This is an optimization exercise on Yosys and OpenROAD, whose aim is small area, not a production implementation.
Only simulation tests tie the RTL to the original design; equivalence was not proved.

lane 1:
## rv32ic_core
module rv32ic_core(
	input         clk,
	input         rst,
	output [31:0] bdi,
	output [31:0] baddr,
	output        bwr,
	output [1:0]  bsz,
	input  [31:0] bdo,
	input         brdy,
	input  [15:0] INT
);
Settings: LEC_CHECK=0, CAP_MARGIN=20, CORE_MARGIN=2, CORE_UTILIZATION=35, CTS_BUF_LIST=sky130_fd_sc_hd__clkbuf_8, CTS_CLUSTER_DIAMETER=60, CTS_CLUSTER_SIZE=16, PLACE_DENSITY=0.55, SLEW_MARGIN=20, SYNTH_HIERARCHICAL=1, SYNTH_MINIMUM_KEEP_SIZE=0; clock period 15.0 ns.
standard.sh (not shown) runs the stock make flow with config.mk's settings and CLKGATE_MAP_FILE= SYNTH_SCRIPT=/design/flow/synth_recipe.tcl, a recipe that flattens the netlist after the stock synthesis.
==> flow/flow/run.sh <==
#!/bin/bash
# The standard layout, with the port buffers that global placement inserts
# made from the smallest buffer cell instead of the resizer's default pick.
set -euo pipefail
export BUFFER_PORTS_ARGS="-buffer_cell sky130_fd_sc_hd__buf_1"
bash standard.sh > standard.log 2>&1
### lane 1 -> lane 2
# lane 1
export LEC_CHECK = 0
export CAP_MARGIN = 20
export CORE_MARGIN = 2
export CORE_UTILIZATION = 35
export CTS_BUF_LIST = sky130_fd_sc_hd__clkbuf_8
export CTS_CLUSTER_DIAMETER = 60
export CTS_CLUSTER_SIZE = 16
export PLACE_DENSITY = 0.55
export SLEW_MARGIN = 20
export SYNTH_HIERARCHICAL = 1
export SYNTH_MINIMUM_KEEP_SIZE = 0
create_clock -name core_clock -period 15.0 [get_ports {clk}]
# lane 2
export LEC_CHECK = 0
export CAP_MARGIN = 5
export CORE_MARGIN = 2
export CORE_UTILIZATION = 35
export CTS_BUF_LIST = sky130_fd_sc_hd__clkbuf_8
export CTS_CLUSTER_DIAMETER = 60
export CTS_CLUSTER_SIZE = 16
export PLACE_DENSITY = 0.55
export SLEW_MARGIN = 5
export SYNTH_HIERARCHICAL = 1
export SYNTH_MINIMUM_KEEP_SIZE = 0
create_clock -name core_clock -period 15.0 [get_ports {clk}]
==> flow/flow/run.sh <==
#!/bin/bash
# The standard layout, with:
#  - port buffers from the smallest buffer cell,
#  - clock tree without dummy loads,
#  - power recovery (downsizing off the critical paths) after global routing.
set -euo pipefail
export BUFFER_PORTS_ARGS="-buffer_cell sky130_fd_sc_hd__buf_1"
export CTS_ARGS="-sink_clustering_enable -repair_clock_nets -sink_clustering_size 16 -sink_clustering_max_diameter 60 -buf_list sky130_fd_sc_hd__clkbuf_8 -dont_use_dummy_load"
export RECOVER_POWER=100
bash standard.sh > standard.log 2>&1
[summary]
Finished, but not clean: lane 2, with max-capacitance violations, max-slew violations.
Delta(sum of net half-perimeters after detailed placement, lane 2 - lane 1) < 0
Lane 2 ended with more shortest clock period the worst path allows after layout than lane 1.
Looking only at first-pass GRT wire length, and setting everything else aside, the higher value of lane 2 and lane 1 goes to lane 1.
Lane 2 against lane 1: total of max-cap violations rose 62, total of plain and repair buffers excluding clock buffers now sits lower, number of antenna violations at the first check in global routing decreased 8, depth of the critical timing path with buffers and inverters included now sits at about the same level, final worst-path cycle share +1.4 points.
Any difference in total vias in the final route between lane 1 and lane 2 is small enough to ignore.
Changes in lane 3 relative to lane 2:
==> flow/flow/run.sh <==
#!/bin/bash
# The standard layout, with:
#  - port buffers from the smallest buffer cell,
#  - clock tree without dummy loads,
#  - after the standard synthesis, the larger plain buffers kept out of
#    the resizer's choice, so that repairs use small buffers.
set -euo pipefail
bash standard.sh synth > standard_synth.log 2>&1
export BUFFER_PORTS_ARGS="-buffer_cell sky130_fd_sc_hd__buf_1"
export CTS_ARGS="-sink_clustering_enable -repair_clock_nets -sink_clustering_size 16 -sink_clustering_max_diameter 60 -buf_list sky130_fd_sc_hd__clkbuf_8 -dont_use_dummy_load"
export DONT_USE_CELLS="sky130_fd_sc_hd__buf_4 sky130_fd_sc_hd__buf_6 sky130_fd_sc_hd__buf_8 sky130_fd_sc_hd__buf_12 sky130_fd_sc_hd__buf_16 sky130_fd_sc_hd__clkbuf_4 sky130_fd_sc_hd__clkbuf_16 sky130_fd_sc_hd__bufbuf_8 sky130_fd_sc_hd__bufbuf_16"
bash standard.sh > standard.log 2>&1
Notes after the runs:
- On final routed wirelength across all metal layers, lane 2 tracks lane 3 almost exactly.
- Compared lane 2 against lane 3; data required time at the worst endpoint within noise.
- Comparing post-route core utilization for lane 3 and lane 2, the bigger number came from lane 3.
- Worst hold slack after final layout of lane 2 is on par with lane 3.
- Die area across lane 3 and lane 2: no real change.
- Lane 3 -> lane 2: clock distribution area overhead in the final layout flat
- The biggest cell delay along the critical path of lane 3 and that of lane 2 are within noise of each other.
- Lane 3: detailed route wirelength on metal3 lower than lane 2
- Lane 3 reached the final stage; the timing, design-rule and antenna checks on its layout passed.
[inputs] lane 4 vs lane 3
==> flow/flow/run.sh <==
#!/bin/bash
# The standard layout, with the port buffers that global placement inserts
# made from the smallest buffer cell instead of the resizer's default pick.
set -euo pipefail
export BUFFER_PORTS_ARGS="-buffer_cell sky130_fd_sc_hd__buf_1"
bash standard.sh > standard.log 2>&1
## What came out
- Lane 4 went all the way through synthesis, placement and routing and the layout is clean on timing, DRC and antenna.
- Relative to lane 3, number of clock buffers in the layout increased by 8 in lane 4.
- Lane 3 -> lane 4: footprint of the multi-input gates flat
- Slack of the critical path: lane 4 < lane 3
- On overall routed net length, lane 3 tracks lane 4 almost exactly.
- Lane 4 against lane 3: final cell count has increased.
- A slowest cell on the critical path of sky130_fd_sc_hd__and3_1 is what lane 3 shows, while sky130_fd_sc_hd__o21ai_0 belongs to lane 4.

## what the ideal ports hide
No port has a modelled driver above. Below, the same layouts with a new extraction and two added sets of constraints. Step 1, drivers: a clkbuf_16 drives clk and a buf_2 each remaining input, both assumed. Step 2 also shifts input and output timing later by t, the mid clock arrival at the registers, as if the neighbouring blocks saw the same clock. a / b / c = ideal ports / drivers / drivers and shift; a / b = the first two.
| run | t (ns) | slack for setup (ns) | clock arrival spread, ns | slew at the worst register clock pin (ns) |
|---|---|---|---|---|
| lane 1 | 0.968 | 0.650 / 0.575 / 1.543 | 0.080 / 0.080 | 0.12 / 0.12 |
| lane 2 | 0.929 | 0.435 / 0.360 / 0.567 | 0.187 / 0.187 | 0.11 / 0.11 |
| lane 3 | 0.925 | 0.543 / 0.468 / 1.394 | 0.187 / 0.187 | 0.11 / 0.11 |
| lane 4 | 0.974 | 0.486 / 0.412 / 1.386 | 0.108 / 0.109 | 0.11 / 0.11 |
